This is an optimization exercise on Yosys and OpenROAD, whose aim is small area and few clock cycles, not a production implementation.
Only simulation tests tie the RTL to the original design; equivalence was not proved.

==> flow/design.v (excerpt) <==
module uBlock_enc_top(
	input			clk,
	input			rstn,
	input	[127:0]	plain0,
	input	[127:0]	plain1,
	input	[127:0]	key0,
	input	[127:0]	key1,
	input			start,
	output	[127:0]	cipher0,
	output	[127:0]	cipher1,
	output			done,
	output	reg		occupied
    );
	wire	[127:0]	rk0;
	wire	[127:0]	rk1;
	wire	[7:0]	lfsr;
	assign done = occupied & (lfsr == 8'he1);
	shared_key_expansion shared_key_expansion_Inst(
	.clk				(clk),
	.start				(start),
	.busy				(occupied),
	.done				(done),
	.mkey0				(key0),
	.mkey1				(key1),
	.lfsr				(lfsr),
	.round_key0			(rk0),
	.round_key1			(rk1)
    );
	shared_enc_core shared_enc_core_Inst(
	.clk				(clk),
	.busy				(occupied),
	.plain0				(plain0),
	.plain1				(plain1),
	.round_key0			(rk0),
	.round_key1			(rk1),
	.cipher0			(cipher0),
	.cipher1			(cipher1)
    );
	always @(posedge clk or negedge rstn)
	begin
		if(~rstn)
			occupied <= 1'b0;
		else if(start & ~occupied)
			occupied <= 1'b1;
		else if(done)
			occupied <= 1'b0;
	end
endmodule
Size in the first run: about 7700 cells after synthesis, ~1200 flip-flops, ~70000 sq um of cells after synthesis.
Settings: LEC_CHECK=0, CAP_MARGIN=20, CORE_MARGIN=2, CORE_UTILIZATION=50, PLACE_DENSITY=0.7, SLEW_MARGIN=20; clock period 10.0 ns.
standard.sh (not shown) runs the stock make flow with config.mk's settings and CLKGATE_MAP_FILE= SYNTH_SCRIPT=/design/flow/synth_recipe.tcl, a recipe that flattens the netlist after the stock synthesis.
==> flow/flow/run.sh <==
#!/bin/bash
# The standard layout (standard.sh), except:
#  - synthesis maps with an area-oriented ABC script (flow/area.script, via
#    flow/synth.tcl) and without the adder-extraction step; registers,
#    names and flattening are those of the standard synthesis;
#  - every port gets a buf_1 buffer instead of a clkdlybuf4s50_1;
#  - the clock tree uses small clock buffers and no dummy loads.
set -euo pipefail
W=$PWD
export FLOW_WORK=$W
export FLOW_ABC_SCRIPT=$W/flow/area.script
bash standard.sh \
  SYNTH_SCRIPT=$W/flow/synth.tcl ADDER_MAP_FILE= \
  "BUFFER_PORTS_ARGS=-buffer_cell sky130_fd_sc_hd__buf_1" \
  "CTS_ARGS=-sink_clustering_enable -repair_clock_nets -dont_use_dummy_load -buf_list {sky130_fd_sc_hd__clkbuf_4 sky130_fd_sc_hd__clkbuf_8} -sink_clustering_size 16 -sink_clustering_max_diameter 50" \
  finish > $W/flow_make.log 2>&1
==> flow/flow/area.script <==
strash
&get -n
&st
&dch -f
&nf -a -R 1000
&put
==> flow/flow/synth.tcl <==
# The standard synthesis, with an area-oriented ABC script in place of
# the speed script; everything else (registers, names, flattening) is unchanged.
proc abc {args} {
  set i [lsearch -exact $args -script]
  if {$i >= 0} { lset args [expr {$i + 1}] $::env(FLOW_ABC_SCRIPT) }
  yosys abc {*}$args
}
source $::env(FLOW_WORK)/synth_recipe.tcl
The baseline ran to the end with no violations.
Testbench counts at the start, summed over its fixed seeds: cycles 6,528.
Then changed:
Settings changed: PLACE_DENSITY 0.7 to not set, SLEW_MARGIN 20 to 10.
Effect: The new run ran to the end with no violations. Setup slack gets better by 0.32 ns. Count of clock-buffer cells in the layout fell by 7.
Then changed:
--- a/flow/flow/run.sh
+++ b/flow/flow/run.sh
@@ -14,3 +14,3 @@
   "BUFFER_PORTS_ARGS=-buffer_cell sky130_fd_sc_hd__buf_1" \
-  "CTS_ARGS=-sink_clustering_enable -repair_clock_nets -dont_use_dummy_load -buf_list {sky130_fd_sc_hd__clkbuf_4 sky130_fd_sc_hd__clkbuf_8} -sink_clustering_size 16 -sink_clustering_max_diameter 50" \
+  "CTS_ARGS=-sink_clustering_enable -repair_clock_nets -dont_use_dummy_load -buf_list {sky130_fd_sc_hd__clkbuf_4} -sink_clustering_size 10 -sink_clustering_max_diameter 40" \
   finish > $W/flow_make.log 2>&1
Settings changed: SLEW_MARGIN 10 to 20.
Effect: Die area is unchanged. Design area decreases by about 0.64%. Worst hold slack loses 0.057 ns. Sequential cell count is unchanged. Synthesized area is unchanged. Setup slack gets worse by 0.45 ns. First-iteration DRC count goes down by 4.2%. Via count goes up by about 1%.

========
uBlock_enc_top, a different RTL version from the one above (not shown whole).
Size: about 7,800 cells after synthesis, about 1,200 flip-flops, roughly 770 I/O pins, roughly 71,000 um2 of cells after synthesis.
clock: 10.0 ns
lec_check: 0
cap_margin: 20
core_margin: 2
core_utilization: 40
gpl_timing_driven: 0
slew_margin: 20
==> flow/flow/run.sh <==
#!/bin/bash
# Standard layout, except: area-oriented ABC mapping in synthesis, buf_1
# port buffers, and a clock tree of small clock buffers without dummy loads.
set -euo pipefail
W=$PWD
export FLOW_WORK=$W
export FLOW_ABC_SCRIPT=$W/flow/area.script
bash standard.sh \
  SYNTH_SCRIPT=$W/flow/synth.tcl \
  "BUFFER_PORTS_ARGS=-buffer_cell sky130_fd_sc_hd__buf_1" \
  "CTS_ARGS=-sink_clustering_enable -repair_clock_nets -dont_use_dummy_load -buf_list {sky130_fd_sc_hd__clkbuf_4 sky130_fd_sc_hd__clkbuf_8} -sink_clustering_size 20 -sink_clustering_max_diameter 60" \
  finish > $W/flow_make.log 2>&1
Scripts as last shown in full above: flow/flow/area.script, flow/flow/synth.tcl
Testbench counts at the start, summed over its fixed seeds: cycles 6,528.
Edit:
==> flow/run.sh (new file) <==
#!/bin/bash
# synth_recipe.tcl (not shown) runs the flow's synth.tcl, then flattens the netlist and writes it again
# the make line also repeats each setting of config.mk as NAME=value (left out here)
make -C /OpenROAD-flow-scripts/flow DESIGN_CONFIG=/design/flow/config.mk WORK_HOME=/design/flow/orfs CLKGATE_MAP_FILE= SYNTH_SCRIPT=/design/flow/synth_recipe.tcl finish
Settings changed: CORE_UTILIZATION 40 to 60.
removed: flow/flow/run.sh
removed: flow/flow/area.script
removed: flow/flow/synth.tcl
removed: flow/standard.sh
=> First-iteration DRC count grows by 110%. Global-route usage grows by 19 points. Wire length grows by 12%. Final area grows by 13%. Worst setup slack loses 1100 ps.
Edit:
==> flow/flow/run.sh (new file) <==
#!/bin/bash
# Standard layout, except: area-oriented ABC mapping in synthesis, buf_1
# port buffers, and CTS without dummy loads.
set -euo pipefail
W=$PWD
export FLOW_WORK=$W
export FLOW_ABC_SCRIPT=$W/flow/area.script
bash standard.sh \
  SYNTH_SCRIPT=$W/flow/synth.tcl \
  "BUFFER_PORTS_ARGS=-buffer_cell sky130_fd_sc_hd__buf_1" \
  "CTS_ARGS=-sink_clustering_enable -repair_clock_nets -dont_use_dummy_load" \
  finish > $W/flow_make.log 2>&1
==> flow/flow/area.script (new file) <==
strash
&get -n
&st
&dch -f
&nf -a -R 1000
&put
==> flow/flow/synth.tcl (new file) <==
# The standard synthesis, with an area-oriented ABC script in place of
# the speed script; everything else (registers, names, flattening) is unchanged.
proc abc {args} {
  set i [lsearch -exact $args -script]
  if {$i >= 0} { lset args [expr {$i + 1}] $::env(FLOW_ABC_SCRIPT) }
  yosys abc {*}$args
}
source $::env(FLOW_WORK)/synth_recipe.tcl
==> flow/standard.sh (new file) <==
#!/bin/bash
# synth_recipe.tcl (not shown) runs the flow's synth.tcl, then flattens the netlist and writes it again
# the make line also repeats each setting of config.mk as NAME=value (left out here)
make -C /OpenROAD-flow-scripts/flow DESIGN_CONFIG=/design/flow/config.mk WORK_HOME=/design/flow/orfs CLKGATE_MAP_FILE= SYNTH_SCRIPT=/design/flow/synth_recipe.tcl "${@:-finish}"
Settings changed: CORE_UTILIZATION 60 to 40, GPL_TIMING_DRIVEN 0 to unset.
removed: flow/run.sh
Outcome: The new run passed the timing, DRC and antenna checks; final cell count rises slightly; maximum frequency rises by about a fifth; via count falls by roughly a tenth; count of clock-buffer cells in the layout falls by 39; setup slack improves by 1700 ps.
Edit:
--- a/flow/flow/run.sh
+++ b/flow/flow/run.sh
@@ -3 +3 @@
-# port buffers, and CTS without dummy loads.
+# port buffers, and a clock tree of small clock buffers without dummy loads.
@@ -11 +11 @@
-  "CTS_ARGS=-sink_clustering_enable -repair_clock_nets -dont_use_dummy_load" \
+  "CTS_ARGS=-sink_clustering_enable -repair_clock_nets -dont_use_dummy_load -buf_list {sky130_fd_sc_hd__clkbuf_4 sky130_fd_sc_hd__clkbuf_8} -sink_clustering_size 16 -sink_clustering_max_diameter 50" \
The changed run completed without violations.
Maximum frequency falls by a few percent.
Setup slack got worse by 170 ps.
Critical path depth is unchanged.
Clock-buffer cell count rises by 10.
Non-clock buffer count drops by 1.
Routed wire length hardly moves.
Synthesized cell count stays the same.

========
== red ==
uBlock_enc_top with an RTL version that a note above also has.
Size in the first run: roughly 7,400 cells after synthesis, ~68,000 um2 of cells after synthesis.
==> flow/config.mk <==
export PLATFORM = sky130hd
export DESIGN_NAME = uBlock_enc_top
export DESIGN_NICKNAME = uBlock_enc_top
export VERILOG_FILES = /design/flow/design.v
export SDC_FILE = /design/flow/constraint.sdc
export NUM_CORES = 4
export LEC_CHECK = 0
export CAP_MARGIN = 20
export CORE_MARGIN = 2
export CORE_UTILIZATION = 50
export GPL_TIMING_DRIVEN = 0
export SLEW_MARGIN = 10
==> flow/constraint.sdc <==
create_clock -name core_clock -period 10.0 [get_ports {clk}]
set_input_delay 2.0000 -clock core_clock [delete_from_list [all_inputs] [get_ports {clk}]]
set_output_delay 2.0000 -clock core_clock [all_outputs]
set_load 0.01 [all_outputs]
==> flow/flow/run.sh <==
#!/bin/bash
# The standard layout (standard.sh), except:
#  - synthesis maps with an area-oriented ABC script (flow/area.script, via
#    flow/synth.tcl) and without the adder-extraction step; registers,
#    names and flattening are those of the standard synthesis;
#  - every port gets a buf_1 buffer instead of a clkdlybuf4s50_1;
#  - the clock tree uses small clock buffers and no dummy loads.
set -euo pipefail
W=$PWD
export FLOW_WORK=$W
export FLOW_ABC_SCRIPT=$W/flow/area.script
bash standard.sh \
  SYNTH_SCRIPT=$W/flow/synth.tcl ADDER_MAP_FILE= SYNTH_INSBUF=0 \
  "BUFFER_PORTS_ARGS=-buffer_cell sky130_fd_sc_hd__buf_1" \
  "CTS_ARGS=-sink_clustering_enable -repair_clock_nets -dont_use_dummy_load -buf_list {sky130_fd_sc_hd__clkbuf_4 sky130_fd_sc_hd__clkbuf_8} -sink_clustering_size 16 -sink_clustering_max_diameter 50" \
  finish > $W/flow_make.log 2>&1
==> flow/flow/area.script <==
strash
&get -n
&st
&dch -f
&nf -a -R 1000
&put
==> flow/flow/synth.tcl <==
# The standard synthesis, with an area-oriented ABC script in place of
# the speed script; everything else (registers, names, flattening) is unchanged.
proc abc {args} {
  set i [lsearch -exact $args -script]
  if {$i >= 0} { lset args [expr {$i + 1}] $::env(FLOW_ABC_SCRIPT) }
  yosys abc {*}$args
}
source $::env(FLOW_WORK)/synth_recipe.tcl
Testbench counts of red, summed over its fixed seeds: cycles 6,528.
Modified inputs, blue compared to red
Settings: SLEW_MARGIN changed from 10 to 20; GPL_TIMING_DRIVEN removed (was 0).
--- a/flow/flow/run.sh
+++ b/flow/flow/run.sh
@@ -12,3 +12,3 @@
 bash standard.sh \
-  SYNTH_SCRIPT=$W/flow/synth.tcl ADDER_MAP_FILE= SYNTH_INSBUF=0 \
+  SYNTH_SCRIPT=$W/flow/synth.tcl ADDER_MAP_FILE= \
   "BUFFER_PORTS_ARGS=-buffer_cell sky130_fd_sc_hd__buf_1" \
==> comparison <==
Between blue and red, the number of setup buffers added after CTS figures differ only marginally. Measured against each other, red and blue differ in fraction of area in registers, the lower figure coming from red. red -> blue: sequential cell count delta 0, exact match. Between red and blue, the width of the chip is higher for blue. Between red and blue, highest fanout seen on the critical path increased. Average wire per cell in the routed design: blue < red.
#### Input delta (green over blue)
Settings: a change of CORE_UTILIZATION from 50 to 45.
==> comparison <==
Total core area in green is 11% above blue. On relative area of clock buffers and inverters in the final design, green tracks blue almost exactly. Sequential cell area share of blue is on par with green. The final period utilization of green exceeds that of blue by 2.0 points. Going from blue to green, cell area grew slightly. green vs blue, worst setup path endpoint: cipher0[106] vs cipher1[81]. Final weighted congestion in routability-driven placement delta (blue -> green): insignificant.
The inputs of orange differ from those of green as listed below.
Settings: CORE_UTILIZATION now 50, was 45.
--- a/flow/flow/run.sh
+++ b/flow/flow/run.sh
@@ -12,3 +12,3 @@
 bash standard.sh \
-  SYNTH_SCRIPT=$W/flow/synth.tcl ADDER_MAP_FILE= \
+  SYNTH_SCRIPT=$W/flow/synth.tcl ADDER_MAP_FILE= GPL_KEEP_OVERFLOW=0 \
   "BUFFER_PORTS_ARGS=-buffer_cell sky130_fd_sc_hd__buf_1" \
Findings:
Reported for orange and green, synthesized cell count turned out identical to the last digit. Summary — routed wire length, orange relative to green: lower, by 13 mm. Final area grows slightly when moving from green to orange.
### orange -> purple
Settings: CORE_UTILIZATION changed from 50 to 40.
==> flow/flow/run.sh <==
#!/bin/bash
# Standard layout, except: area-oriented ABC mapping in synthesis, buf_1
# port buffers, and a clock tree of small clock buffers without dummy loads.
set -euo pipefail
W=$PWD
export FLOW_WORK=$W
export FLOW_ABC_SCRIPT=$W/flow/area.script
bash standard.sh \
  SYNTH_SCRIPT=$W/flow/synth.tcl \
  "BUFFER_PORTS_ARGS=-buffer_cell sky130_fd_sc_hd__buf_1" \
  "CTS_ARGS=-sink_clustering_enable -repair_clock_nets -dont_use_dummy_load -buf_list {sky130_fd_sc_hd__clkbuf_8}" \
  finish > $W/flow_make.log 2>&1
- Taking orange as the reference, in purple antenna cell count rose by 19; fraction of final layout cells with drive strength greater than 1 rose 0.19 points; first-pass GRT wire length went up 35 mm; total non-filler cell area in the finished layout increased by 2.6% relative to the old numbers.
- There was hardly any difference in hold slack between orange and purple.
- Wire length on met1 of purple exceeds that of orange by a few percent.
- Final period demand of the worst path ends up lower on orange.
- Cell count after placement (purple over orange): increase, 7.2%

## static timing again, ports no longer ideal
The results above use ideal ports. As a check the final layouts listed here were re-extracted and re-timed, cells and wires unchanged. Step 1 sets driving cells, clkbuf_16 on the clock port and buf_2 on the other inputs (assumed; they add their load-dependent delay and slew). Step 2, shift: input delay + t, output delay - t, t = (earliest + latest rising clock arrival at the registers) / 2. This alone moves slack from input paths to output paths. Three values: ideal ports, drivers, drivers and shift; two values: the first two.
| run | t, ns | setup WS [ns] | cell pins on the clock port's net |
|---|---|---|---|
| the first run of note 1 | 0.968 | 2.321 / 2.242 / 3.210 | 1 |
| the second run of note 1 | 0.992 | 2.637 / 2.545 / 3.220 | 1 |
| the third run of note 1 | 1.377 | 2.186 / 2.094 / 3.263 | 1 |
| the first run of note 2 | 1.000 | 1.622 / 1.530 / 2.530 | 1 |
| the second run of note 2 | 0.914 | 0.517 / 0.416 / 1.330 | 1 |
| the third run of note 2 | 0.894 | 2.179 / 2.080 / 2.974 | 1 |
| the fourth run of note 2 | 1.018 | 2.013 / 1.918 / 2.936 | 1 |
| red | 0.974 | 1.697 / 1.610 / 2.584 | 1 |
| blue | 0.996 | 2.553 / 2.459 / 3.258 | 1 |
| green | 0.996 | 2.352 / 2.262 / 3.258 | 1 |
| orange | 0.980 | 2.183 / 2.090 / 3.070 | 1 |
| purple | 1.033 | 1.797 / 1.706 / 2.739 | 1 |
After both steps every run listed still meets setup and hold.
